From an optimization exercise on the open Yosys and OpenROAD flow, aimed at small area, a short achievable clock period and few clock cycles; shortcuts taken in it are not production practice.
For this run, only the layout was checked, not whether the RTL still works.
No activity file was given, so power comes from the tool's default toggle rates.

==> flow/design.v <==
`timescale 1ns/100ps
`default_nettype none
module Milestone_1 (
		input logic Clock_50,
		input logic Resetn,
		input logic M1_Start,
		input logic [15:0] SRAM_read_data,
		output logic M1_Finish,
		output logic [15:0] M1_write_data,
		output logic [17:0] M1_address,
		output logic M1_we_n
);
localparam logic [17:0] U_BASE   = 18'd38400;
localparam logic [17:0] V_BASE   = 18'd57600;
localparam logic [17:0] RGB_BASE = 18'd146944;
logic        running;
logic [1:0]  fin_cnt;      
logic        fin_wait;
logic [2:0]  ph;           
logic [7:0]  kk;
logic        lin;          
logic [3:0]  li;           
logic [15:0] ypt;          
logic [17:0] wpt;          
logic ph0, ph1, ph2, ph3, ph4;
assign ph0 = (ph == 3'd0);
assign ph1 = (ph == 3'd1);
assign ph2 = (ph == 3'd2);
assign ph3 = (ph == 3'd3);
assign ph4 = (ph == 3'd4);
logic pair, wait_lead;
assign pair      = (kk >= 8'd2);
assign wait_lead = (kk == 8'd0);
logic l0, l1, l3, l4, l5, l6, l7, l8, l9, l10;
assign l0  = lin & (li == 4'd0);
assign l1  = lin & (li == 4'd1);
assign l3  = lin & (li == 4'd3);
assign l4  = lin & (li == 4'd4);
assign l5  = lin & (li == 4'd5);
assign l6  = lin & (li == 4'd6);
assign l7  = lin & (li == 4'd7);
assign l8  = lin & (li == 4'd8);
assign l9  = lin & (li == 4'd9);
assign l10 = lin & (li == 4'd10);
logic clamp;
assign clamp = (kk >= 8'd158);
logic is_write;
assign is_write = running & pair & (ph0 | ph1 | ph2);
logic uv_rd_slot;
assign uv_rd_slot = ph3 & (kk != 8'd0) & (kk <= 8'd155);
logic rd_u, rd_v, rd_y;
assign rd_u = l0 | l5 | (uv_rd_slot & kk[0]);
assign rd_v = l1 | l6 | ((kk == 8'd1) & ph2) | (uv_rd_slot & ~kk[0]);
assign rd_y = l7 | (ph4 & (kk <= 8'd159));
logic [1:0] uv_off;
assign uv_off = (l0 | l1) ? 2'd0 : (l5 | l6) ? 2'd1 : 2'd2;
logic [17:0] uv_addr;
assign uv_addr = {3'd0, ypt[15:1]} + {2'd0, rd_v ? 8'd225 : 8'd150, 6'd0, uv_off};    
logic row_end, frame_end;
assign row_end   = (kk == 8'd161) & ph2;
assign frame_end = row_end & (ypt == 16'd38400);
always_ff @(posedge Clock_50 or negedge Resetn) begin
	if (!Resetn) begin
		running   <= 1'b0;
		fin_wait  <= 1'b0;
		fin_cnt   <= 2'd0;
		M1_Finish <= 1'b0;
		M1_we_n   <= 1'b1;
		ph        <= 3'd0;
		kk        <= 8'd0;
		lin       <= 1'b0;
		li        <= 4'd0;
		ypt       <= 16'd0;
		wpt       <= RGB_BASE;
	end else begin
		M1_we_n <= ~is_write;
		if (running) begin
			if (frame_end) begin
				running  <= 1'b0;
				fin_wait <= 1'b1;
			end
			if (row_end) begin
				ph <= 3'd0;
				kk <= 8'd0;
			end else if (wait_lead) begin
				if (l9) begin
					ph <= 3'd2;
					kk <= 8'd1;
				end
			end else if (ph4) begin
				ph <= 3'd0;
				kk <= kk + 8'd1;
			end else begin
				ph <= ph + 3'd1;
			end
			if (frame_end) begin
				lin <= 1'b0;
			end else if ((kk == 8'd160) & ph2) begin
				lin <= 1'b1;
				li  <= 4'd0;
			end else if (lin) begin
				li <= li + 4'd1;
				if (li == 4'd10) lin <= 1'b0;
			end
			if (rd_y) ypt <= ypt + 16'd1;
			if (is_write) wpt <= wpt + 18'd1;
		end else if (fin_wait) begin
			fin_cnt <= fin_cnt + 2'd1;
			if (fin_cnt == 2'd1) begin
				M1_Finish <= 1'b1;
				fin_wait  <= 1'b0;
			end
		end else if (M1_Start & ~M1_Finish) begin
			running <= 1'b1;
			lin     <= 1'b1;
			li      <= 4'd0;
		end
	end
end
logic [2:0] ph_n;
always_comb begin
	if (~running | row_end | ph4)
		ph_n = 3'd0;
	else if (wait_lead)
		ph_n = l9 ? 3'd2 : 3'd0;
	else
		ph_n = ph + 3'd1;
end
logic sel_fv, sel_e, sel_f, sel_w0, sel_w1, en_su;
always_ff @(posedge Clock_50) begin
	sel_fv     <= (ph_n == 3'd3);
	en_su      <= (ph_n == 3'd3);
	sel_e      <= (ph_n == 3'd3);
	sel_f      <= (ph_n == 3'd4);
	sel_w0     <= (ph_n == 3'd0);
	sel_w1     <= (ph_n == 3'd1);
end
always_ff @(posedge Clock_50) begin
	if (is_write)
		M1_address <= wpt;
	else if (rd_u | rd_v)
		M1_address <= uv_addr;
	else
		M1_address <= {2'd0, ypt};
end
logic [7:0]  wu0, wu1, wu2, wu3, wu4, wu5;    
logic [7:0]  wv0, wv1, wv2, wv3, wv4, wv5;    
logic [7:0]  pend_h, pend_l;                   
logic [15:0] y_reg;
logic [8:0]  su;                               
logic        nu;                               
logic [7:0]  b0_reg;
wire [7:0] dh = SRAM_read_data[15:8];
wire [7:0] dl = SRAM_read_data[7:0];
logic shift_reg;    
assign shift_reg = pair & ph1;
logic sh_u, sh_v;
assign sh_u = shift_reg | l3 | l4 | l5 | l6 | l8 | l9;
assign sh_v = shift_reg | l4 | l5 | l6 | l7 | l9 | l10;
logic [7:0] u_in, v_in;
always_comb begin
	if (l3 | l8)
		u_in = dh;
	else if (l6 | l9)
		u_in = pend_h;
	else if (clamp | l4 | l5)
		u_in = wu5;
	else if (~kk[0])
		u_in = dh;
	else
		u_in = pend_h;
	if (l4 | l9)
		v_in = dh;
	else if (l7 | l10)
		v_in = pend_l;
	else if (clamp | l5 | l6)
		v_in = wv5;
	else if (~kk[0])
		v_in = pend_h;
	else
		v_in = pend_l;
end
logic ld_pend_h, ld_pend_l, pend_h_dl;
assign pend_h_dl = l3 | l8 | (shift_reg & ~kk[0]);
assign ld_pend_h = pend_h_dl | (shift_reg & kk[0]) | ((kk == 8'd2) & ph0);
assign ld_pend_l = l4 | l9 | (shift_reg & kk[0]) | ((kk == 8'd2) & ph0);
always_ff @(posedge Clock_50) begin
	if (ph2 & ~wait_lead) y_reg <= SRAM_read_data;
	if (sh_u) begin
		wu0 <= wu1; wu1 <= wu2; wu2 <= wu3; wu3 <= wu4; wu4 <= wu5; wu5 <= u_in;
	end
	if (sh_v) begin
		wv0 <= wv1; wv1 <= wv2; wv2 <= wv3; wv3 <= wv4; wv4 <= wv5; wv5 <= v_in;
	end
	if (ld_pend_h) pend_h <= pend_h_dl ? dl : dh;
	if (ld_pend_l) pend_l <= dl;
end
logic [7:0] f0, f1, f2, f3, f4, f5;
assign f0 = sel_fv ? wv0 : wu0;
assign f1 = sel_fv ? wv1 : wu1;
assign f2 = sel_fv ? wv2 : wu2;
assign f3 = sel_fv ? wv3 : wu3;
assign f4 = sel_fv ? wv4 : wu4;
assign f5 = sel_fv ? wv5 : wu5;
wire [8:0] fs1 = {1'b0, f0} + {1'b0, f5};
wire [8:0] fs2 = {1'b0, f1} + {1'b0, f4};
wire [8:0] fs3 = {1'b0, f2} + {1'b0, f3};
logic [9:0] fD13, fD12, fD32;
logic [8:0] fS3;
always_ff @(posedge Clock_50) begin
	fS3  <= fs3;
	fD13 <= {1'b0, fs1} - {1'b0, fs3};
	fD12 <= {1'b0, fs1} - {1'b0, fs2};
	fD32 <= {1'b0, fs3} - {1'b0, fs2};
end
wire [18:0] ftot;
wire ft_w1;
wire ft_w2;
wire ft_w3;
wire ft_w4;
wire ft_w5;
wire ft_w6;
wire ft_w7;
wire ft_w8;
wire ft_w9;
wire ft_w10;
wire ft_w11;
wire ft_w12;
wire ft_w13;
wire ft_w14;
wire ft_w15;
wire ft_w16;
wire ft_w17;
wire ft_w18;
wire ft_w19;
wire ft_w20;
wire ft_w21;
wire ft_w22;
wire ft_w23;
wire ft_w24;
wire ft_w25;
wire ft_w26;
wire ft_w27;
wire ft_w28;
wire ft_w29;
wire ft_w30;
wire ft_w31;
wire ft_w32;
wire ft_w33;
wire ft_w34;
wire ft_w35;
wire ft_w36;
wire ft_w37;
wire ft_w38;
wire ft_w39;
wire ft_w40;
wire ft_w41;
wire ft_w42;
wire ft_w43;
wire ft_w44;
wire ft_w45;
wire ft_w46;
wire ft_w47;
wire ft_w48;
wire ft_w49;
wire ft_w50;
wire ft_w51;
wire ft_w52;
wire ft_w53;
wire ft_w54;
wire ft_w55;
wire ft_w56;
wire ft_w57;
wire ft_w58;
wire ft_w59;
wire ft_w60;
wire ft_w61;
wire ft_w62;
wire ft_w63;
wire ft_w64;
wire ft_w65;
wire ft_w66;
assign {ft_w2, ft_w1} = fD12[5] + fD12[3];
assign {ft_w4, ft_w3} = fD13[8] + fD12[6] + fD12[4];
assign {ft_w6, ft_w5} = fD32[3] + fS3[1];
assign {ft_w8, ft_w7} = fD12[7] + fD12[5] + fD32[4];
assign {ft_w10, ft_w9} = fS3[2] + fD13[9];
assign {ft_w12, ft_w11} = fD12[6] + fD32[5] + fS3[3];
assign {ft_w14, ft_w13} = {~fD13[9]} + {~fD12[8]};
assign {ft_w16, ft_w15} = fD12[7] + fD32[6] + fS3[4];
assign {ft_w18, ft_w17} = fD12[8] + {~fD12[9]};
assign {ft_w20, ft_w19} = fD32[7] + fS3[5];
assign {ft_w22, ft_w21} = fD32[8] + fS3[6];
assign {ft_w24, ft_w23} = fD13[5] + fD12[3];
assign {ft_w26, ft_w25} = fD13[6] + fD12[4] + fD12[2];
assign {ft_w28, ft_w27} = fD32[2] + fS3[0] + ft_w1;
assign {ft_w30, ft_w29} = fD13[7] + ft_w2 + ft_w3;
assign {ft_w32, ft_w31} = ft_w4 + ft_w6 + ft_w7;
assign {ft_w34, ft_w33} = ft_w8 + ft_w10 + ft_w11;
assign {ft_w36, ft_w35} = ft_w12 + ft_w14 + ft_w15;
assign {ft_w38, ft_w37} = ft_w16 + ft_w18 + ft_w19;
assign {ft_w40, ft_w39} = fD12[8] + ft_w20 + ft_w21;
assign {ft_w42, ft_w41} = fS3[7] + ft_w22;
assign {ft_w44, ft_w43} = fD13[4] + fD12[2];
assign {ft_w46, ft_w45} = fD12[1] + fD32[0] + ft_w23;
assign {ft_w48, ft_w47} = fD32[1] + ft_w24 + ft_w25;
assign {ft_w50, ft_w49} = ft_w26 + ft_w27 + {~fD13[7]};
assign {ft_w52, ft_w51} = ft_w5 + ft_w28 + ft_w29;
assign {ft_w54, ft_w53} = ft_w9 + ft_w30 + ft_w31;
assign {ft_w56, ft_w55} = ft_w13 + ft_w32 + ft_w33;
assign {ft_w58, ft_w57} = ft_w17 + ft_w34 + ft_w35;
assign {ft_w60, ft_w59} = ft_w36 + ft_w37 + {~fD12[8]};
assign {ft_w62, ft_w61} = ft_w38 + ft_w39 + {~fD12[9]};
assign {ft_w64, ft_w63} = ft_w40 + ft_w41 + {~fD32[9]};
assign {ft_w66, ft_w65} = ft_w42 + {~fS3[8]};
wire [18:0] ft_ra = {{~fS3[8]}, {~fS3[8]}, {~fS3[8]}, ft_w64, ft_w62, ft_w60, ft_w58, ft_w56, ft_w54, ft_w52, ft_w50, ft_w48, ft_w46, ft_w44, fD12[0], fD13[3], fD13[2], fD13[1], fD13[0]};
wire [18:0] ft_rb = {1'b0, 1'b0, ft_w66, ft_w65, ft_w63, ft_w61, ft_w59, ft_w57, ft_w55, ft_w53, ft_w51, ft_w49, ft_w47, ft_w45, ft_w43, fD12[1], fD12[0], 1'b0, 1'b0};
assign ftot = ft_ra + ft_rb;
always_ff @(posedge Clock_50) begin
	if (en_su) begin
		su <= ftot[16:8];
		nu <= ftot[18];
	end
end
logic [7:0] ly;
logic [8:0] lu, lv;
logic [10:0] ly5, lu3;    
wire [7:0] ly_n = sel_e ? y_reg[15:8] : y_reg[7:0];
wire [8:0] lu_n = sel_e ? {1'b0, wu2} : su;
always_ff @(posedge Clock_50) begin
	ly5 <= {1'b0, ly_n, 2'b00} + {3'b000, ly_n};
	lu3 <= {1'b0, lu_n, 1'b0} + {2'b00, lu_n};
end
logic       lnu, lnv, hnu, hnv;
always_ff @(posedge Clock_50) begin
	ly  <= ly_n;
	lu  <= lu_n;
	if (sel_e) begin
		lv  <= {1'b0, wv2};
		lnu <= 1'b0;
		lnv <= 1'b0;
	end else begin
		lnu <= nu;
		if (sel_f) begin
			lv  <= ftot[16:8];
			lnv <= ftot[18];
		end
	end
	hnu <= lnu;
	hnv <= lnv;
end
logic pnu, pnv;
assign pnu = hnu;
assign pnv = hnv;
wire [20:0] r_lsum;
wire rlo_w1;
wire rlo_w2;
wire rlo_w3;
wire rlo_w4;
wire rlo_w5;
wire rlo_w6;
wire rlo_w7;
wire rlo_w8;
wire rlo_w9;
wire rlo_w10;
wire rlo_w11;
wire rlo_w12;
wire rlo_w13;
wire rlo_w14;
wire rlo_w15;
wire rlo_w16;
wire rlo_w17;
wire rlo_w18;
wire rlo_w19;
wire rlo_w20;
wire rlo_w21;
wire rlo_w22;
wire rlo_w23;
wire rlo_w24;
wire rlo_w25;
wire rlo_w26;
wire rlo_w27;
wire rlo_w28;
wire rlo_w29;
wire rlo_w30;
wire rlo_w31;
wire rlo_w32;
wire rlo_w33;
wire rlo_w34;
wire rlo_w35;
wire rlo_w36;
wire rlo_w37;
wire rlo_w38;
wire rlo_w39;
wire rlo_w40;
wire rlo_w41;
wire rlo_w42;
wire rlo_w43;
wire rlo_w44;
wire rlo_w45;
wire rlo_w46;
wire rlo_w47;
wire rlo_w48;
wire rlo_w49;
wire rlo_w50;
wire rlo_w51;
wire rlo_w52;
wire rlo_w53;
wire rlo_w54;
wire rlo_w55;
wire rlo_w56;
wire rlo_w57;
wire rlo_w58;
wire rlo_w59;
wire rlo_w60;
wire rlo_w61;
wire rlo_w62;
wire rlo_w63;
wire rlo_w64;
wire rlo_w65;
wire rlo_w66;
wire rlo_w67;
wire rlo_w68;
wire rlo_w69;
wire rlo_w70;
wire rlo_w71;
wire rlo_w72;
wire rlo_w73;
wire rlo_w74;
wire rlo_w75;
wire rlo_w76;
wire rlo_w77;
wire rlo_w78;
wire rlo_w79;
wire rlo_w80;
wire rlo_w81;
wire rlo_w82;
wire rlo_w83;
wire rlo_w84;
wire rlo_w85;
wire rlo_w86;
wire rlo_w87;
wire rlo_w88;
wire rlo_w89;
wire rlo_w90;
wire rlo_w91;
wire rlo_w92;
wire rlo_w93;
wire rlo_w94;
wire rlo_w95;
wire rlo_w96;
wire rlo_w97;
wire rlo_w98;
wire rlo_w99;
wire rlo_w100;
wire rlo_w101;
wire rlo_w102;
wire rlo_w103;
wire rlo_w104;
wire rlo_w105;
wire rlo_w106;
wire rlo_w107;
wire rlo_w108;
assign {rlo_w2, rlo_w1} = ly[7] + ly5[5];
assign {rlo_w4, rlo_w3} = ly[1] + ly5[6] + lv[4];
assign {rlo_w6, rlo_w5} = lv[5] + lv[3] + lv[0];
assign {rlo_w8, rlo_w7} = lv[6] + lv[4] + lv[1];
assign {rlo_w10, rlo_w9} = {~ly[6]} + {~lv[8]};
assign {rlo_w12, rlo_w11} = ly[0] + lv[7] + lv[5];
assign {rlo_w14, rlo_w13} = lv[2] + {~ly[7]};
assign {rlo_w16, rlo_w15} = ly[1] + lv[8] + lv[6];
assign {rlo_w18, rlo_w17} = ly5[0] + lv[7] + lv[4];
assign {rlo_w20, rlo_w19} = ly5[1] + lv[8] + lv[5];
assign {rlo_w22, rlo_w21} = ly[2] + {~lv[1]};
assign {rlo_w24, rlo_w23} = ly[4] + ly5[2] + lv[6];
assign {rlo_w26, rlo_w25} = lv[0] + ly[3] + {~lv[2]};
assign {rlo_w28, rlo_w27} = ly[5] + ly5[3] + lv[7];
assign {rlo_w30, rlo_w29} = lv[1] + {~lv[3]};
assign {rlo_w32, rlo_w31} = ly5[4] + lv[8] + lv[2];
assign {rlo_w34, rlo_w33} = lv[4] + lv[0] + ly[6];
assign {rlo_w36, rlo_w35} = lv[3] + ly[6] + rlo_w1;
assign {rlo_w38, rlo_w37} = lv[5] + lv[1] + ly[0];
assign {rlo_w40, rlo_w39} = lv[0] + ly[0] + rlo_w2;
assign {rlo_w42, rlo_w41} = rlo_w3 + {~lv[6]} + {~lv[2]};
assign {rlo_w44, rlo_w43} = lv[1] + {~ly[1]};
assign {rlo_w46, rlo_w45} = lv[2] + lv[0] + {~ly[2]};
assign {rlo_w48, rlo_w47} = lv[3] + lv[1] + {~ly[3]};
assign {rlo_w50, rlo_w49} = lv[4] + lv[2] + ly[4];
assign {rlo_w52, rlo_w51} = ly[5] + rlo_w5 + {~lv[7]};
assign {rlo_w54, rlo_w53} = rlo_w6 + rlo_w7 + rlo_w9;
assign {rlo_w56, rlo_w55} = rlo_w8 + rlo_w10 + rlo_w11;
assign {rlo_w58, rlo_w57} = lv[3] + rlo_w12 + rlo_w14;
assign {rlo_w60, rlo_w59} = rlo_w16 + rlo_w17 + {~lv[0]};
assign {rlo_w62, rlo_w61} = rlo_w18 + rlo_w19 + rlo_w21;
assign {rlo_w64, rlo_w63} = rlo_w20 + rlo_w22 + rlo_w23;
assign {rlo_w66, rlo_w65} = rlo_w24 + rlo_w26 + rlo_w27;
assign {rlo_w68, rlo_w67} = rlo_w28 + rlo_w30 + rlo_w31;
assign {rlo_w70, rlo_w69} = rlo_w32 + rlo_w35 + {~rlo_w34};
assign {rlo_w72, rlo_w71} = rlo_w36 + rlo_w39 + rlo_w41;
assign {rlo_w74, rlo_w73} = rlo_w4 + rlo_w40;
assign {rlo_w76, rlo_w75} = lv[0] + ly[0];
assign {rlo_w78, rlo_w77} = rlo_w43 + {~lv[3]} + {~ly[0]};
assign {rlo_w80, rlo_w79} = rlo_w44 + rlo_w45 + {~lv[4]};
assign {rlo_w82, rlo_w81} = rlo_w46 + rlo_w47 + {~lv[5]};
assign {rlo_w84, rlo_w83} = rlo_w48 + rlo_w49 + {~lv[6]};
assign {rlo_w86, rlo_w85} = rlo_w50 + rlo_w51 + {~ly[4]};
assign {rlo_w88, rlo_w87} = rlo_w52 + rlo_w53 + {~ly[5]};
assign {rlo_w90, rlo_w89} = rlo_w13 + rlo_w54 + rlo_w55;
assign {rlo_w92, rlo_w91} = rlo_w15 + rlo_w56 + rlo_w57;
assign {rlo_w94, rlo_w93} = rlo_w58 + rlo_w59 + {~ly[2]};
assign {rlo_w96, rlo_w95} = rlo_w60 + rlo_w61 + {~ly[3]};
assign {rlo_w98, rlo_w97} = rlo_w25 + rlo_w62 + rlo_w63;
assign {rlo_w100, rlo_w99} = rlo_w29 + rlo_w64 + rlo_w65;
assign {rlo_w102, rlo_w101} = rlo_w66 + rlo_w67 + {~rlo_w33};
assign {rlo_w104, rlo_w103} = rlo_w68 + rlo_w69 + {~rlo_w37};
assign {rlo_w106, rlo_w105} = rlo_w70 + rlo_w71 + {~rlo_w38};
assign {rlo_w108, rlo_w107} = rlo_w42 + rlo_w72 + rlo_w73;
wire [20:0] rlo_ra = {1'b0, rlo_w74, rlo_w106, rlo_w104, rlo_w102, rlo_w100, rlo_w98, rlo_w96, rlo_w94, rlo_w92, rlo_w90, rlo_w88, rlo_w86, rlo_w84, rlo_w82, rlo_w80, rlo_w78, rlo_w76, {~lv[2]}, {~lv[1]}, lv[0]};
wire [20:0] rlo_rb = {1'b0, rlo_w108, rlo_w107, rlo_w105, rlo_w103, rlo_w101, rlo_w99, rlo_w97, rlo_w95, rlo_w93, rlo_w91, rlo_w89, rlo_w87, rlo_w85, rlo_w83, rlo_w81, rlo_w79, rlo_w77, rlo_w75, {~lv[0]}, 1'b0};
assign r_lsum = rlo_ra + rlo_rb;
logic [2:0] r_cy;
always_ff @(posedge Clock_50) r_cy <= r_lsum[20:18];
logic [1:0] r_lb;
always_ff @(posedge Clock_50) r_lb <= r_lsum[17:16];
wire [8:0] r_hpre;
wire rhi_w1;
wire rhi_w2;
wire rhi_w3;
wire rhi_w4;
wire rhi_w5;
wire rhi_w6;
wire rhi_w7;
wire rhi_w8;
wire rhi_w9;
wire rhi_w10;
wire rhi_w11;
wire rhi_w12;
wire rhi_w13;
wire rhi_w14;
wire rhi_w15;
wire rhi_w16;
wire rhi_w17;
wire rhi_w18;
wire rhi_w19;
wire rhi_w20;
wire rhi_w21;
wire rhi_w22;
wire rhi_w23;
wire rhi_w24;
wire rhi_w25;
wire rhi_w26;
wire rhi_w27;
wire rhi_w28;
wire rhi_w29;
wire rhi_w30;
wire rhi_w31;
wire rhi_w32;
wire rhi_w33;
wire rhi_w34;
wire rhi_w35;
wire rhi_w36;
wire rhi_w37;
wire rhi_w38;
wire rhi_w39;
wire rhi_w40;
wire rhi_w41;
wire rhi_w42;
assign {rhi_w2, rhi_w1} = ly[2] + ly5[7] + lv[5];
assign {rhi_w4, rhi_w3} = ly[3] + ly5[8] + lv[6];
assign {rhi_w6, rhi_w5} = lv[2] + {~lv[8]};
assign {rhi_w8, rhi_w7} = ly5[9] + lv[7] + lv[3];
assign {rhi_w10, rhi_w9} = {~lv[5]} + {~ly[4]};
assign {rhi_w12, rhi_w11} = ly[5] + ly5[10] + lv[8];
assign {rhi_w14, rhi_w13} = lv[4] + ly[4] + {~lv[6]};
assign {rhi_w16, rhi_w15} = ly[6] + lv[5];
assign {rhi_w18, rhi_w17} = lv[1] + rhi_w1;
assign {rhi_w20, rhi_w19} = rhi_w2 + rhi_w3 + rhi_w5;
assign {rhi_w22, rhi_w21} = rhi_w4 + rhi_w6 + rhi_w7;
assign {rhi_w24, rhi_w23} = rhi_w8 + rhi_w10 + rhi_w11;
assign {rhi_w26, rhi_w25} = rhi_w12 + rhi_w14 + rhi_w15;
assign {rhi_w28, rhi_w27} = ly[7] + lv[6] + rhi_w16;
assign {rhi_w30, rhi_w29} = rhi_w17 + {~lv[7]};
assign {rhi_w32, rhi_w31} = rhi_w18 + rhi_w19 + {~lv[4]};
assign {rhi_w34, rhi_w33} = rhi_w9 + rhi_w20 + rhi_w21;
assign {rhi_w36, rhi_w35} = rhi_w13 + rhi_w22 + rhi_w23;
assign {rhi_w38, rhi_w37} = rhi_w24 + rhi_w25 + {~lv[7]};
assign {rhi_w40, rhi_w39} = rhi_w26 + rhi_w27 + {~lv[8]};
assign {rhi_w42, rhi_w41} = lv[7] + rhi_w28;
wire [8:0] rhi_ra = {{~lv[8]}, {~lv[8]}, rhi_w40, rhi_w38, rhi_w36, rhi_w34, rhi_w32, rhi_w30, {~lv[3]}};
wire [8:0] rhi_rb = {1'b0, rhi_w42, rhi_w41, rhi_w39, rhi_w37, rhi_w35, rhi_w33, rhi_w31, rhi_w29};
assign r_hpre = rhi_ra + rhi_rb;
logic [8:0] r_hreg;
always_ff @(posedge Clock_50) r_hreg <= r_hpre;
wire [8:0] r_hsum = r_hreg + {6'd0, r_cy};
wire [10:0] r_sum = {r_hsum, r_lb};
wire [19:0] g_lsum;
wire glo_w1;
wire glo_w2;
wire glo_w3;
wire glo_w4;
wire glo_w5;
wire glo_w6;
wire glo_w7;
wire glo_w8;
wire glo_w9;
wire glo_w10;
wire glo_w11;
wire glo_w12;
wire glo_w13;
wire glo_w14;
wire glo_w15;
wire glo_w16;
wire glo_w17;
wire glo_w18;
wire glo_w19;
wire glo_w20;
wire glo_w21;
wire glo_w22;
wire glo_w23;
wire glo_w24;
wire glo_w25;
wire glo_w26;
wire glo_w27;
wire glo_w28;
wire glo_w29;
wire glo_w30;
wire glo_w31;
wire glo_w32;
wire glo_w33;
wire glo_w34;
wire glo_w35;
wire glo_w36;
wire glo_w37;
wire glo_w38;
wire glo_w39;
wire glo_w40;
wire glo_w41;
wire glo_w42;
wire glo_w43;
wire glo_w44;
wire glo_w45;
wire glo_w46;
wire glo_w47;
wire glo_w48;
wire glo_w49;
wire glo_w50;
wire glo_w51;
wire glo_w52;
wire glo_w53;
wire glo_w54;
wire glo_w55;
wire glo_w56;
wire glo_w57;
wire glo_w58;
wire glo_w59;
wire glo_w60;
wire glo_w61;
wire glo_w62;
wire glo_w63;
wire glo_w64;
wire glo_w65;
wire glo_w66;
wire glo_w67;
wire glo_w68;
wire glo_w69;
wire glo_w70;
wire glo_w71;
wire glo_w72;
wire glo_w73;
wire glo_w74;
wire glo_w75;
wire glo_w76;
wire glo_w77;
wire glo_w78;
wire glo_w79;
wire glo_w80;
wire glo_w81;
wire glo_w82;
wire glo_w83;
wire glo_w84;
wire glo_w85;
wire glo_w86;
wire glo_w87;
wire glo_w88;
wire glo_w89;
wire glo_w90;
wire glo_w91;
wire glo_w92;
wire glo_w93;
wire glo_w94;
wire glo_w95;
wire glo_w96;
wire glo_w97;
wire glo_w98;
wire glo_w99;
wire glo_w100;
wire glo_w101;
wire glo_w102;
wire glo_w103;
wire glo_w104;
assign {glo_w2, glo_w1} = ly[3] + ly5[1];
assign {glo_w4, glo_w3} = ly5[2] + {~lu[3]} + {~lu3[0]};
assign {glo_w6, glo_w5} = ly[5] + ly5[3] + lv[0];
assign {glo_w8, glo_w7} = ly[6] + ly5[4];
assign {glo_w10, glo_w9} = ly[0] + ly[7] + ly5[5];
assign {glo_w12, glo_w11} = lv[2] + {~lu[6]};
assign {glo_w14, glo_w13} = ly[4] + {~lu3[3]};
assign {glo_w16, glo_w15} = ly[5] + {~lu3[4]} + {~lv[7]};
assign {glo_w18, glo_w17} = ly[6] + lu3[5] + lv[8];
assign {glo_w20, glo_w19} = {~ly[7]} + {~lu3[6]};
assign {glo_w22, glo_w21} = ly[1] + ly[0] + {~lu[0]};
assign {glo_w24, glo_w23} = ly5[0] + {~lu[1]} + {~lu3[8]};
assign {glo_w26, glo_w25} = ly[2] + glo_w1 + {~lu[2]};
assign {glo_w28, glo_w27} = {~lu3[9]} + {~lv[7]};
assign {glo_w30, glo_w29} = glo_w2 + glo_w3 + {~lu3[10]};
assign {glo_w32, glo_w31} = lv[8] + lv[1] + ly[4];
assign {glo_w34, glo_w33} = ly[4] + glo_w4 + glo_w5;
assign {glo_w36, glo_w35} = lu[4] + lu3[1] + lv[2];
assign {glo_w38, glo_w37} = lv[1] + glo_w6 + glo_w7;
assign {glo_w40, glo_w39} = lu[5] + lu3[2] + lv[3];
assign {glo_w42, glo_w41} = glo_w8 + glo_w9 + glo_w11;
assign {glo_w44, glo_w43} = lu3[3] + lv[4] + lv[0];
assign {glo_w46, glo_w45} = ly[1] + {~lu3[0]};
assign {glo_w48, glo_w47} = ly[2] + lu3[1] + lv[4];
assign {glo_w50, glo_w49} = ly[3] + {~lu3[2]} + {~lv[5]};
assign {glo_w52, glo_w51} = glo_w13 + {~lv[6]} + {~lv[1]};
assign {glo_w54, glo_w53} = glo_w14 + glo_w15 + {~lv[2]};
assign {glo_w56, glo_w55} = glo_w16 + {~lv[3]} + {~ly[5]};
assign {glo_w58, glo_w57} = glo_w19 + {~lv[4]} + {~ly[0]};
assign {glo_w60, glo_w59} = glo_w20 + glo_w21 + {~lu3[7]};
assign {glo_w62, glo_w61} = glo_w22 + glo_w23 + {~lv[6]};
assign {glo_w64, glo_w63} = glo_w24 + glo_w25 + glo_w27;
assign {glo_w66, glo_w65} = glo_w26 + glo_w28 + glo_w29;
assign {glo_w68, glo_w67} = glo_w30 + glo_w33 + {~glo_w32};
assign {glo_w70, glo_w69} = glo_w34 + glo_w37 + {~glo_w36};
assign {glo_w72, glo_w71} = glo_w38 + glo_w41 + {~glo_w40};
assign {glo_w74, glo_w73} = glo_w10 + glo_w12 + glo_w42;
assign {glo_w76, glo_w75} = glo_w45 + {~lv[3]};
assign {glo_w78, glo_w77} = glo_w46 + {~ly[1]} + {~glo_w47};
assign {glo_w80, glo_w79} = glo_w49 + {~lv[0]} + {~glo_w48};
assign {glo_w82, glo_w81} = glo_w50 + glo_w51 + {~ly[3]};
assign {glo_w84, glo_w83} = glo_w52 + glo_w53 + {~ly[4]};
assign {glo_w86, glo_w85} = glo_w54 + glo_w55 + {~glo_w17};
assign {glo_w88, glo_w87} = glo_w56 + glo_w57 + {~glo_w18};
assign {glo_w90, glo_w89} = glo_w58 + glo_w59 + {~lv[5]};
assign {glo_w92, glo_w91} = glo_w60 + glo_w61 + {~ly[2]};
assign {glo_w94, glo_w93} = glo_w62 + glo_w63 + {~lv[0]};
assign {glo_w96, glo_w95} = glo_w64 + glo_w65 + {~glo_w31};
assign {glo_w98, glo_w97} = glo_w66 + glo_w67 + {~glo_w35};
assign {glo_w100, glo_w99} = glo_w68 + glo_w69 + {~glo_w39};
assign {glo_w102, glo_w101} = glo_w70 + glo_w71 + {~glo_w43};
assign {glo_w104, glo_w103} = glo_w72 + glo_w73 + {~glo_w44};
wire [19:0] glo_ra = {1'b0, glo_w74, glo_w102, glo_w100, glo_w98, glo_w96, glo_w94, glo_w92, glo_w90, glo_w88, glo_w86, glo_w84, glo_w82, glo_w80, glo_w78, glo_w76, {~ly[0]}, ly[0], {~lv[1]}, lv[0]};
wire [19:0] glo_rb = {1'b0, glo_w104, glo_w103, glo_w101, glo_w99, glo_w97, glo_w95, glo_w93, glo_w91, glo_w89, glo_w87, glo_w85, glo_w83, glo_w81, glo_w79, glo_w77, glo_w75, {~lv[2]}, {~lv[0]}, 1'b0};
assign g_lsum = glo_ra + glo_rb;
logic [2:0] g_cy;
always_ff @(posedge Clock_50) g_cy <= g_lsum[19:17];
logic [0:0] g_lb;
always_ff @(posedge Clock_50) g_lb <= g_lsum[16:16];
wire [9:0] g_hpre;
wire ghi_w1;
wire ghi_w2;
wire ghi_w3;
wire ghi_w4;
wire ghi_w5;
wire ghi_w6;
wire ghi_w7;
wire ghi_w8;
wire ghi_w9;
wire ghi_w10;
wire ghi_w11;
wire ghi_w12;
wire ghi_w13;
wire ghi_w14;
wire ghi_w15;
wire ghi_w16;
wire ghi_w17;
wire ghi_w18;
wire ghi_w19;
wire ghi_w20;
wire ghi_w21;
wire ghi_w22;
wire ghi_w23;
wire ghi_w24;
wire ghi_w25;
wire ghi_w26;
wire ghi_w27;
wire ghi_w28;
wire ghi_w29;
wire ghi_w30;
wire ghi_w31;
wire ghi_w32;
wire ghi_w33;
wire ghi_w34;
wire ghi_w35;
wire ghi_w36;
wire ghi_w37;
wire ghi_w38;
wire ghi_w39;
wire ghi_w40;
wire ghi_w41;
wire ghi_w42;
wire ghi_w43;
wire ghi_w44;
wire ghi_w45;
wire ghi_w46;
wire ghi_w47;
wire ghi_w48;
wire ghi_w49;
wire ghi_w50;
wire ghi_w51;
wire ghi_w52;
wire ghi_w53;
wire ghi_w54;
wire ghi_w55;
wire ghi_w56;
wire ghi_w57;
wire ghi_w58;
wire ghi_w59;
wire ghi_w60;
wire ghi_w61;
wire ghi_w62;
assign {ghi_w2, ghi_w1} = ly[1] + ly5[6];
assign {ghi_w4, ghi_w3} = ly[2] + ly5[7] + lv[4];
assign {ghi_w6, ghi_w5} = ly[3] + ly5[8];
assign {ghi_w8, ghi_w7} = ly[4] + ly5[9];
assign {ghi_w10, ghi_w9} = lv[3] + ghi_w1 + {~lu[7]};
assign {ghi_w12, ghi_w11} = ghi_w2 + ghi_w3 + {~lu[8]};
assign {ghi_w14, ghi_w13} = {~lu3[5]} + {~lv[6]};
assign {ghi_w16, ghi_w15} = lv[5] + ghi_w4 + ghi_w5;
assign {ghi_w18, ghi_w17} = lu3[6] + lv[7] + lv[3];
assign {ghi_w20, ghi_w19} = lv[6] + ghi_w6 + ghi_w7;
assign {ghi_w22, ghi_w21} = lu3[7] + lv[8] + lv[4];
assign {ghi_w24, ghi_w23} = ly5[10] + lv[7] + ghi_w8;
assign {ghi_w26, ghi_w25} = lu3[8] + lv[5] + ly[5];
assign {ghi_w28, ghi_w27} = lv[8] + ly[5] + {~lu3[9]};
assign {ghi_w30, ghi_w29} = {~lv[6]} + {~ly[6]};
assign {ghi_w32, ghi_w31} = ly[7] + ly[6] + {~lu3[10]};
assign {ghi_w34, ghi_w33} = ghi_w9 + {~lu3[4]};
assign {ghi_w36, ghi_w35} = ghi_w10 + ghi_w11 + ghi_w13;
assign {ghi_w38, ghi_w37} = ghi_w12 + ghi_w14 + ghi_w15;
assign {ghi_w40, ghi_w39} = ghi_w16 + ghi_w19 + {~ghi_w18};
assign {ghi_w42, ghi_w41} = ghi_w20 + ghi_w23 + {~ghi_w22};
assign {ghi_w44, ghi_w43} = ghi_w24 + ghi_w27 + ghi_w29;
assign {ghi_w46, ghi_w45} = ghi_w28 + ghi_w30 + ghi_w31;
assign {ghi_w48, ghi_w47} = ghi_w33 + {~lv[5]};
assign {ghi_w50, ghi_w49} = ghi_w34 + ghi_w35 + {~lv[2]};
assign {ghi_w52, ghi_w51} = ghi_w36 + ghi_w37 + {~ghi_w17};
assign {ghi_w54, ghi_w53} = ghi_w38 + ghi_w39 + {~ghi_w21};
assign {ghi_w56, ghi_w55} = ghi_w40 + ghi_w41 + {~ghi_w25};
assign {ghi_w58, ghi_w57} = ghi_w42 + ghi_w43 + {~ghi_w26};
assign {ghi_w60, ghi_w59} = ghi_w44 + ghi_w45 + {~lv[7]};
assign {ghi_w62, ghi_w61} = lv[8] + ghi_w32 + ghi_w46;
wire [9:0] ghi_ra = {1'b1, {~lv[8]}, ghi_w60, ghi_w58, ghi_w56, ghi_w54, ghi_w52, ghi_w50, ghi_w48, {~lv[1]}};
wire [9:0] ghi_rb = {1'b0, ghi_w62, ghi_w61, ghi_w59, ghi_w57, ghi_w55, ghi_w53, ghi_w51, ghi_w49, ghi_w47};
assign g_hpre = ghi_ra + ghi_rb;
logic [9:0] g_hreg;
always_ff @(posedge Clock_50) g_hreg <= g_hpre;
wire [9:0] g_hsum = g_hreg + {7'd0, g_cy};
wire [10:0] g_sum = {g_hsum, g_lb};
wire [20:0] b_lsum;
wire blo_w1;
wire blo_w2;
wire blo_w3;
wire blo_w4;
wire blo_w5;
wire blo_w6;
wire blo_w7;
wire blo_w8;
wire blo_w9;
wire blo_w10;
wire blo_w11;
wire blo_w12;
wire blo_w13;
wire blo_w14;
wire blo_w15;
wire blo_w16;
wire blo_w17;
wire blo_w18;
wire blo_w19;
wire blo_w20;
wire blo_w21;
wire blo_w22;
wire blo_w23;
wire blo_w24;
wire blo_w25;
wire blo_w26;
wire blo_w27;
wire blo_w28;
wire blo_w29;
wire blo_w30;
wire blo_w31;
wire blo_w32;
wire blo_w33;
wire blo_w34;
wire blo_w35;
wire blo_w36;
wire blo_w37;
wire blo_w38;
wire blo_w39;
wire blo_w40;
wire blo_w41;
wire blo_w42;
wire blo_w43;
wire blo_w44;
wire blo_w45;
wire blo_w46;
wire blo_w47;
wire blo_w48;
wire blo_w49;
wire blo_w50;
wire blo_w51;
wire blo_w52;
wire blo_w53;
wire blo_w54;
wire blo_w55;
wire blo_w56;
wire blo_w57;
wire blo_w58;
wire blo_w59;
wire blo_w60;
wire blo_w61;
wire blo_w62;
wire blo_w63;
wire blo_w64;
wire blo_w65;
wire blo_w66;
wire blo_w67;
wire blo_w68;
wire blo_w69;
wire blo_w70;
wire blo_w71;
wire blo_w72;
wire blo_w73;
wire blo_w74;
wire blo_w75;
wire blo_w76;
wire blo_w77;
wire blo_w78;
wire blo_w79;
wire blo_w80;
wire blo_w81;
wire blo_w82;
wire blo_w83;
wire blo_w84;
wire blo_w85;
wire blo_w86;
wire blo_w87;
wire blo_w88;
wire blo_w89;
wire blo_w90;
wire blo_w91;
wire blo_w92;
assign {blo_w2, blo_w1} = lu[0] + lu3[4];
assign {blo_w4, blo_w3} = lu[1] + lu3[5] + lu3[8];
assign {blo_w6, blo_w5} = lu[2] + lu3[6] + lu3[9];
assign {blo_w8, blo_w7} = lu[0] + lu[3] + lu3[7];
assign {blo_w10, blo_w9} = lu3[10] + ly[0];
assign {blo_w12, blo_w11} = ly5[0] + lu[1] + lu[4];
assign {blo_w14, blo_w13} = lu3[8] + ly[1] + {~ly[2]};
assign {blo_w16, blo_w15} = ly[3] + ly5[1] + lu[2];
assign {blo_w18, blo_w17} = lu[5] + lu3[9] + ly[2];
assign {blo_w20, blo_w19} = ly[4] + ly5[2] + lu[3];
assign {blo_w22, blo_w21} = lu[6] + lu3[10];
assign {blo_w24, blo_w23} = ly[5] + ly5[3] + lu[4];
assign {blo_w26, blo_w25} = ly[6] + ly5[4];
assign {blo_w28, blo_w27} = ly[7] + ly5[5];
assign {blo_w30, blo_w29} = ly5[6] + lu[0] + lu[7];
assign {blo_w32, blo_w31} = lu3[0] + lu3[3];
assign {blo_w34, blo_w33} = lu3[1] + lu3[4];
assign {blo_w36, blo_w35} = lu3[2] + lu3[5];
assign {blo_w38, blo_w37} = lu3[3] + lu3[6];
assign {blo_w40, blo_w39} = lu3[7] + ly[5] + blo_w1;
assign {blo_w42, blo_w41} = blo_w2 + blo_w3 + {~ly[6]};
assign {blo_w44, blo_w43} = blo_w4 + blo_w5 + {~ly[7]};
assign {blo_w46, blo_w45} = blo_w6 + blo_w7 + blo_w9;
assign {blo_w48, blo_w47} = blo_w8 + blo_w10 + blo_w11;
assign {blo_w50, blo_w49} = blo_w12 + blo_w14 + blo_w15;
assign {blo_w52, blo_w51} = blo_w16 + blo_w18 + blo_w19;
assign {blo_w54, blo_w53} = lu[7] + blo_w20 + blo_w22;
assign {blo_w56, blo_w55} = lu[5] + lu[8] + blo_w24;
assign {blo_w58, blo_w57} = lu[6] + blo_w26 + blo_w27;
assign {blo_w60, blo_w59} = ly[0] + blo_w28 + blo_w29;
assign {blo_w62, blo_w61} = blo_w31 + {~ly[1]};
assign {blo_w64, blo_w63} = blo_w32 + blo_w33 + {~ly[2]};
assign {blo_w66, blo_w65} = blo_w34 + blo_w35 + {~ly[3]};
assign {blo_w68, blo_w67} = ly[4] + blo_w36 + blo_w37;
assign {blo_w70, blo_w69} = blo_w38 + blo_w39 + {~ly[4]};
assign {blo_w72, blo_w71} = blo_w40 + blo_w41 + {~ly[5]};
assign {blo_w74, blo_w73} = blo_w42 + blo_w43 + {~ly[0]};
assign {blo_w76, blo_w75} = blo_w44 + blo_w45 + {~ly[1]};
assign {blo_w78, blo_w77} = blo_w13 + blo_w46 + blo_w47;
assign {blo_w80, blo_w79} = blo_w17 + blo_w48 + blo_w49;
assign {blo_w82, blo_w81} = blo_w21 + blo_w50 + blo_w51;
assign {blo_w84, blo_w83} = blo_w23 + blo_w52 + blo_w53;
assign {blo_w86, blo_w85} = blo_w25 + blo_w54 + blo_w55;
assign {blo_w88, blo_w87} = blo_w56 + blo_w57 + {~ly[0]};
assign {blo_w90, blo_w89} = blo_w58 + blo_w59 + {~ly[1]};
assign {blo_w92, blo_w91} = ly[1] + blo_w30 + blo_w60;
wire [20:0] blo_ra = {1'b0, blo_w92, blo_w90, blo_w88, blo_w86, blo_w84, blo_w82, blo_w80, blo_w78, blo_w76, blo_w74, blo_w72, blo_w70, blo_w68, blo_w66, blo_w64, blo_w62, {~ly[0]}, lu3[2], lu3[1], lu3[0]};
wire [20:0] blo_rb = {1'b0, 1'b0, blo_w91, blo_w89, blo_w87, blo_w85, blo_w83, blo_w81, blo_w79, blo_w77, blo_w75, blo_w73, blo_w71, blo_w69, blo_w67, blo_w65, blo_w63, blo_w61, ly[0], 1'b0, 1'b0};
assign b_lsum = blo_ra + blo_rb;
logic [2:0] b_cy;
always_ff @(posedge Clock_50) b_cy <= b_lsum[20:18];
logic [1:0] b_lb;
always_ff @(posedge Clock_50) b_lb <= b_lsum[17:16];
wire [8:0] b_hpre;
wire bhi_w1;
wire bhi_w2;
wire bhi_w3;
wire bhi_w4;
wire bhi_w5;
wire bhi_w6;
wire bhi_w7;
wire bhi_w8;
wire bhi_w9;
wire bhi_w10;
wire bhi_w11;
wire bhi_w12;
wire bhi_w13;
wire bhi_w14;
wire bhi_w15;
wire bhi_w16;
wire bhi_w17;
wire bhi_w18;
wire bhi_w19;
wire bhi_w20;
wire bhi_w21;
wire bhi_w22;
wire bhi_w23;
wire bhi_w24;
wire bhi_w25;
wire bhi_w26;
assign {bhi_w2, bhi_w1} = ly[2] + ly5[7];
assign {bhi_w4, bhi_w3} = ly5[8] + lu[2];
assign {bhi_w6, bhi_w5} = ly[4] + ly5[9] + lu[3];
assign {bhi_w8, bhi_w7} = ly5[10] + lu[4];
assign {bhi_w10, bhi_w9} = lu[5] + ly[5];
assign {bhi_w12, bhi_w11} = lu[6] + ly[6];
assign {bhi_w14, bhi_w13} = lu[1] + lu[8];
assign {bhi_w16, bhi_w15} = bhi_w2 + bhi_w3 + {~ly[3]};
assign {bhi_w18, bhi_w17} = ly[3] + bhi_w4 + bhi_w5;
assign {bhi_w20, bhi_w19} = bhi_w6 + bhi_w7 + {~ly[5]};
assign {bhi_w22, bhi_w21} = bhi_w8 + bhi_w9 + {~ly[6]};
assign {bhi_w24, bhi_w23} = bhi_w10 + bhi_w11 + {~ly[7]};
assign {bhi_w26, bhi_w25} = lu[7] + ly[7] + bhi_w12;
wire [8:0] bhi_ra = {{~lu[8]}, {~lu[8]}, bhi_w24, bhi_w22, bhi_w20, bhi_w18, bhi_w16, bhi_w14, bhi_w1};
wire [8:0] bhi_rb = {1'b0, bhi_w26, bhi_w25, bhi_w23, bhi_w21, bhi_w19, bhi_w17, bhi_w15, bhi_w13};
assign b_hpre = bhi_ra + bhi_rb;
logic [8:0] b_hreg;
always_ff @(posedge Clock_50) b_hreg <= b_hpre;
wire [8:0] b_hsum = b_hreg + {6'd0, b_cy};
wire [10:0] b_sum = {b_hsum, b_lb};
function automatic [7:0] clip(input logic [10:0] s, input logic neg);
	if (neg | s[10])
		clip = 8'd0;
	else if (|s[9:8])
		clip = 8'd255;
	else
		clip = s[7:0];
endfunction
logic [7:0] r_px, g_px, b_px;
assign r_px = clip(r_sum, pnv);
assign g_px = clip(g_sum, pnu | pnv);
assign b_px = clip(b_sum, pnu);
always_ff @(posedge Clock_50) begin
	b0_reg <= b_px;
	if (sel_w0)
		M1_write_data <= {r_px, g_px};
	else if (sel_w1)
		M1_write_data <= {b0_reg, r_px};
	else
		M1_write_data <= {g_px, b_px};
end
endmodule
==> flow/flow/run.sh <==
#!/bin/bash
# Standard layout with two changes to how it is made (the clock period and
# constraints stay the design's): timing repair aims for extra setup slack,
# and the port buffers are plain buffers (buf_2) rather than the resizer's
# default pick.
set -euo pipefail
MARGIN=${MARGIN:-8}
bash standard.sh SETUP_SLACK_MARGIN=$MARGIN "BUFFER_PORTS_ARGS=-buffer_cell sky130_fd_sc_hd__buf_2" finish > standard_flow.log 2>&1
==> flow/standard.sh <==
#!/bin/bash
# synth_recipe.tcl (not shown) runs the flow's synth.tcl, then flattens the netlist and writes it again
# the make line also repeats each setting of config.mk as NAME=value (left out here)
make -C /OpenROAD-flow-scripts/flow DESIGN_CONFIG=/design/flow/config.mk WORK_HOME=/design/flow/orfs CLKGATE_MAP_FILE= SYNTH_SCRIPT=/design/flow/synth_recipe.tcl "${@:-finish}"
==> flow/config.mk <==
export PLATFORM = sky130hd
export DESIGN_NAME = Milestone_1
export DESIGN_NICKNAME = Milestone_1
export VERILOG_FILES = /design/flow/design.v
export SDC_FILE = /design/flow/constraint.sdc
export NUM_CORES = 4
export LEC_CHECK = 0
export CAP_MARGIN = 20
export CORE_MARGIN = 2
export CORE_UTILIZATION = 40
export PLACE_DENSITY = 0.6
export SLEW_MARGIN = 20
==> flow/constraint.sdc <==
create_clock -name core_clock -period 12.0 [get_ports {Clock_50}]
set_input_delay 2.4000 -clock core_clock [delete_from_list [all_inputs] [get_ports {Clock_50}]]
set_output_delay 2.4000 -clock core_clock [all_outputs]
set_load 0.01 [all_outputs]
==> results.txt <==
==> final cells by class <==
cell class	count	share of cell area [%]
inverters	411	5.53
flip-flops and latches	368	32.1
repair buffers	124	3.19
diodes	1	0.00877
well taps	837	3.67
clock buffers	53	3.87
multi-input cells	1508	50.9
clock inverters	23	0.702
==> Yosys cell counts (11+ instances only) <==
master,count,area [sq um]
inv_1,410,1540
ha_1,247,3090
fa_1,207,4140
dfxtp_1,166,3320
edfxtp_1,146,4380
nor2_1,116,435
nand2_1,105,394
xnor2_1,104,911
a21oi_1,85,425
o21ai_0,79,395
mux2_2,78,878
dfrtp_1,49,1230
xor2_1,46,403
a21o_1,41,308
nand3_1,40,200
nor3_1,30,150
nor2b_1,29,181
nand4_1,27,169
mux2i_1,20,200
a31oi_1,18,113
and3_1,17,106
nand2b_1,17,106
buf_2,15,75.1
o21a_1,15,113
o21ai_1,14,70.1
clkbuf_1,11,41.3
o211ai_1,11,82.6
==> layout by cell type (no fill, tap or decap), types with 27 or more instances in the layout <==
| master | Yosys | layout |
|---|---|---|
| a21o_1 | 41 | 41 |
| a21oi_1 | 85 | 79 |
| buf_2 | 15 | 54 |
| buf_4 | 1 | 59 |
| clkbuf_16 | 0 | 43 |
| dfrtp_1 | 49 | 49 |
| dfxtp_1 | 166 | 154 |
| edfxtp_1 | 146 | 146 |
| fa_1 | 207 | 199 |
| ha_1 | 247 | 242 |
| inv_1 | 410 | 399 |
| mux2_2 | 78 | 78 |
| nand2_1 | 105 | 103 |
| nand3_1 | 40 | 39 |
| nand4_1 | 27 | 27 |
| nor2_1 | 116 | 116 |
| nor2b_1 | 29 | 29 |
| nor3_1 | 30 | 30 |
| o21ai_0 | 79 | 68 |
| xnor2_1 | 104 | 104 |
| xor2_1 | 46 | 46 |
==> power groups by stage <==
| stage | logic, mW | clock network, mW | registers, mW |
|---|---|---|---|
| after floorplan | 0.166 | 0 | 1.45 |
| after global placement | 0.246 | 0 | 1.45 |
| after detailed placement | 0.254 | 0 | 1.45 |
| after CTS | 0.255 | 1.25 | 1.42 |
| after global routing | 0.287 | 1.31 | 1.43 |
| final | 0.253 | 1.22 | 1.42 |
==> cell families after synthesis <==
| logic type | Yosys count |
|---|---|
| flip-flops | 368 |
| AO/OA/AOI/OAI | 370 |
| buffers and inverters | 446 |
| AND/OR/NAND/NOR | 436 |
| multiplexers | 98 |
| adder cells (fa/ha/maj) | 454 |
| XOR/XNOR | 150 |
==> metrics by stage <==
step                power (mW)  hold WS [ns]  cells  setup slack [ns]  utilization [%]
global placement          1.69         0.311   3184              7.60             42.6
finish                    2.89         0.339   3325              8.07             46.0
CTS                       2.93         0.341   3299              8.00             45.4
floorplan                 1.61         0.310   2322              7.98                -
global route              3.02         0.353   3324              7.97             46.0
detailed placement        1.70         0.327   3184              7.41             42.6
==> what timing repair did <==
item | 4_1_cts | 5_1_grt
cloned | 0 | 1
buffers inserted | 39 | 24
gates resized for setup | 43 | 42
endpoints found under the setup margin | 42 | 34
pin swaps | 5 | 15
==> worst max-delay path by stage <==
stage | endpoint | slack (ns) | depth (start not counted)
2_1_floorplan | fD13[8] | 7.98 | 14
3_5_place_dp | r_cy[2] | 7.41 | 14
3_3_place_gp | g_cy[2] | 7.60 | 14
6_report | g_cy[2] | 8.07 | 13
4_1_cts | r_cy[2] | 8.00 | 14
5_1_grt | g_hreg[7] | 7.97 | 12
==> layer usage <==
layer	wire length [um]	track usage, %	up-vias
met2	30300	34.2	366
met4	2420	7.40	0
met3	2460	2.54	107
met5	0	0	-
li1	-	-	8090
met1	26100	23.8	8282
==> summary.txt <==
Setup path
  – Buf+Inv Stages, Crit Path: 3
  – Critical Path Max Stage Delay: about 0.54 ns
  – Critical Path Source Type: register
  – Critical Path RT: 12.46 ns
  – CP max FO: 4
  – CP startpoint: ly[5]
  – CP Cell Sequence: buf_12, fa_1, inv_1, fa_2, fa_2, fa_1, inv_1, ha_4, o21ai_2, a21oi_2, o31a_1, o31a_1, or2_1
  – Setup CP Type: register to register
  – R2R Setup Slk: 8.07 ns
  – Arrival time at the worst endpoint: about 4.4 ns
  – Reg2Reg Depth: 13
  – R2r startpoint: ly[5]
  – Crit path max-delay family: adder cells
  – Crit-path slowest cell: fa_2
  – CP endpoint kind: register
  – Reg-to-reg endpoint: g_cy[2]

Floorplanning
  – Die Y: ~250 um
  – Die Wd: between 200 and 300 um
  – # rows: 91
  – Initial Utilization: roughly two fifths
  – Core ar.: approximately 0.062 sq mm
  – Full die area: 0.0649 sq mm
  – # IOs: 55

Job
  – Max_cap viols: 0

Logic synthesis
  – Post-Synth Adder-Cell Area: between 20% and 30%
  – Yosys reg bits: between 300 and 400
  – Net Count, Synth: between 2000 and 3000
  – Synth async-reset ratio: between 10% and 20%
  – Largest family of logic cells by synthesized area: adder cells
  – Complex-gate fraction of the synthesized area: between 9 and 10%
  – Synthesized area per cell: around 11 sq um
  – Mapped Cells: 2322
  – Synth cell types: 95
  – Xor/xnor share of the synthesized area: 5.22%
  – Yosys warning total: 1
  – Post-synthesis cell area: 0.0252 sq mm
  – Synth Area in Simple Gates: about 8.8%
  – Register area share after synthesis: about 36%
  – Post-synthesis mux area share: between 4 and 5%
  – Top FF cell, synth: dfxtp_1
  – Number of enable flip-flop cells after synthesis: 146

CTS
  – Worst-skew pair later-pin latency: about 0.58 ns
  – TritonCTS clock tree: yes
  – Maximum clock insertion buffer count: 3
  – Clock transition at the registers of the reported paths: ~0.070 ns
  – CTS Buf Count: 41
  – Htree depth: 2
  – Clock sinks: approximately 370
  – Hold-fix buffers, CTS: 0
  – Root buf cell: clkbuf_16

Power and ir drop
  – Power density cells: approximately 100 mW/mm^2
  – Leak Pwr: between 10 and 15 nW
  – Net Sw Power: slightly above 700 uW
  – Clock network fraction of total power: approximately 42%
  – Switching Share: roughly a quarter
  – Sequential share of power: between 40% and 50%
  – Combinational Power Share: 8.8%
  – Internal power: around 2.2 mW
  – VDD IR-drop max: 0.108 mV

Global route
  – Pin count of the biggest net entering global routing: between 50 and 60
  – First-pass GRT wire length: around 97000 um
  – Initial antenna violation count: 0
  – Vias in the first global route: between 15000 and 20000
  – Grt ovf: 0
  – Gr usage total: between 10% and 20%

Timing
  – Tmin final: 3.93 ns
  – Hold Vio Cnt, Final: 0
  – Peak Freq: between 0.2 and 0.3 GHz
  – Part of the cycle the worst path needs: between 30 and 40%
  – Worst-margin pin slew: ~1 ns
  – Max-slew violations: 0
  – Setup Skew: roughly 0.035 ns
  – Max-Slew Margin vs Limit: between 30% and 40%
  – Finish-stage setup viols: 0
  – Sum of negative setup slack: 0 ns
  – RSZ-0062 raised after global routing: yes

Route
  – Vias after detailed routing: 16800
  – Post-route ant nets: 0
  – Final WL: between 60000 and 70000 um
  – Drt pass-1 iters: 6
  – Routed WL per cell: roughly 18 um
  – # DRC: 0
  – Via density: slightly above 5
  – DRT iter0 DRCs: between 1000 and 1500

Hold path
  – Min-delay src: lnu
  – Worst Hold Class: register to register
  – Hold Path End: hnu
  – Hold path depth: 0

Finish
  – Final net count: 2927
  – FILL cells: approximately 6000
  – Area grow syn2layout: 13.4%
  – Layout cells sized above 1: 14.5%
  – Register area: 0.00916 sq mm
  – Multi-input logic area: around 0.015 sq mm
  – Final instance area: ~0.029 sq mm
  – Regs by FF count: M1_address (18), wpt (18)

Outcome
  – Outcome: no timing/DRC/antenna violations

Placement
  – Final GP Congestion: approximately 0.94
  – Port Buffer Count: 54
  – Placed cell area: ~0.026 sq mm
  – HPWL after DPL: ~48000 um

[static timing again, ports no longer ideal]
No port has a modelled driver above. Below, the same layout with a new extraction and two added sets of constraints.
Step 1 (the two cells are an assumption about what drives the block):
set clk [get_ports {Clock_50}]
set_driving_cell -lib_cell sky130_fd_sc_hd__clkbuf_16 $clk
set_driving_cell -lib_cell sky130_fd_sc_hd__buf_2 [delete_from_list [all_inputs] $clk]
Step 2 moves the port delays by t, midway between the first and last clock arrival at a register: inputs arrive t later, outputs are due t later. That takes back most of the time a late clock gives input paths.
Slacks: ideal ports / drivers / drivers and shift; pairs: ideal ports / drivers.
shift t [ns]: 0.613
setup WS [ns]: 8.075 / 8.075 / 8.075
clock arrival spread, ns: 0.035 / 0.035
slew at the worst register clock pin (ns): 0.07 / 0.07
After both steps this run still meets setup and hold. The setup slack of this run moves by 0.000 ns with the drivers and by 0.000 ns with both steps.
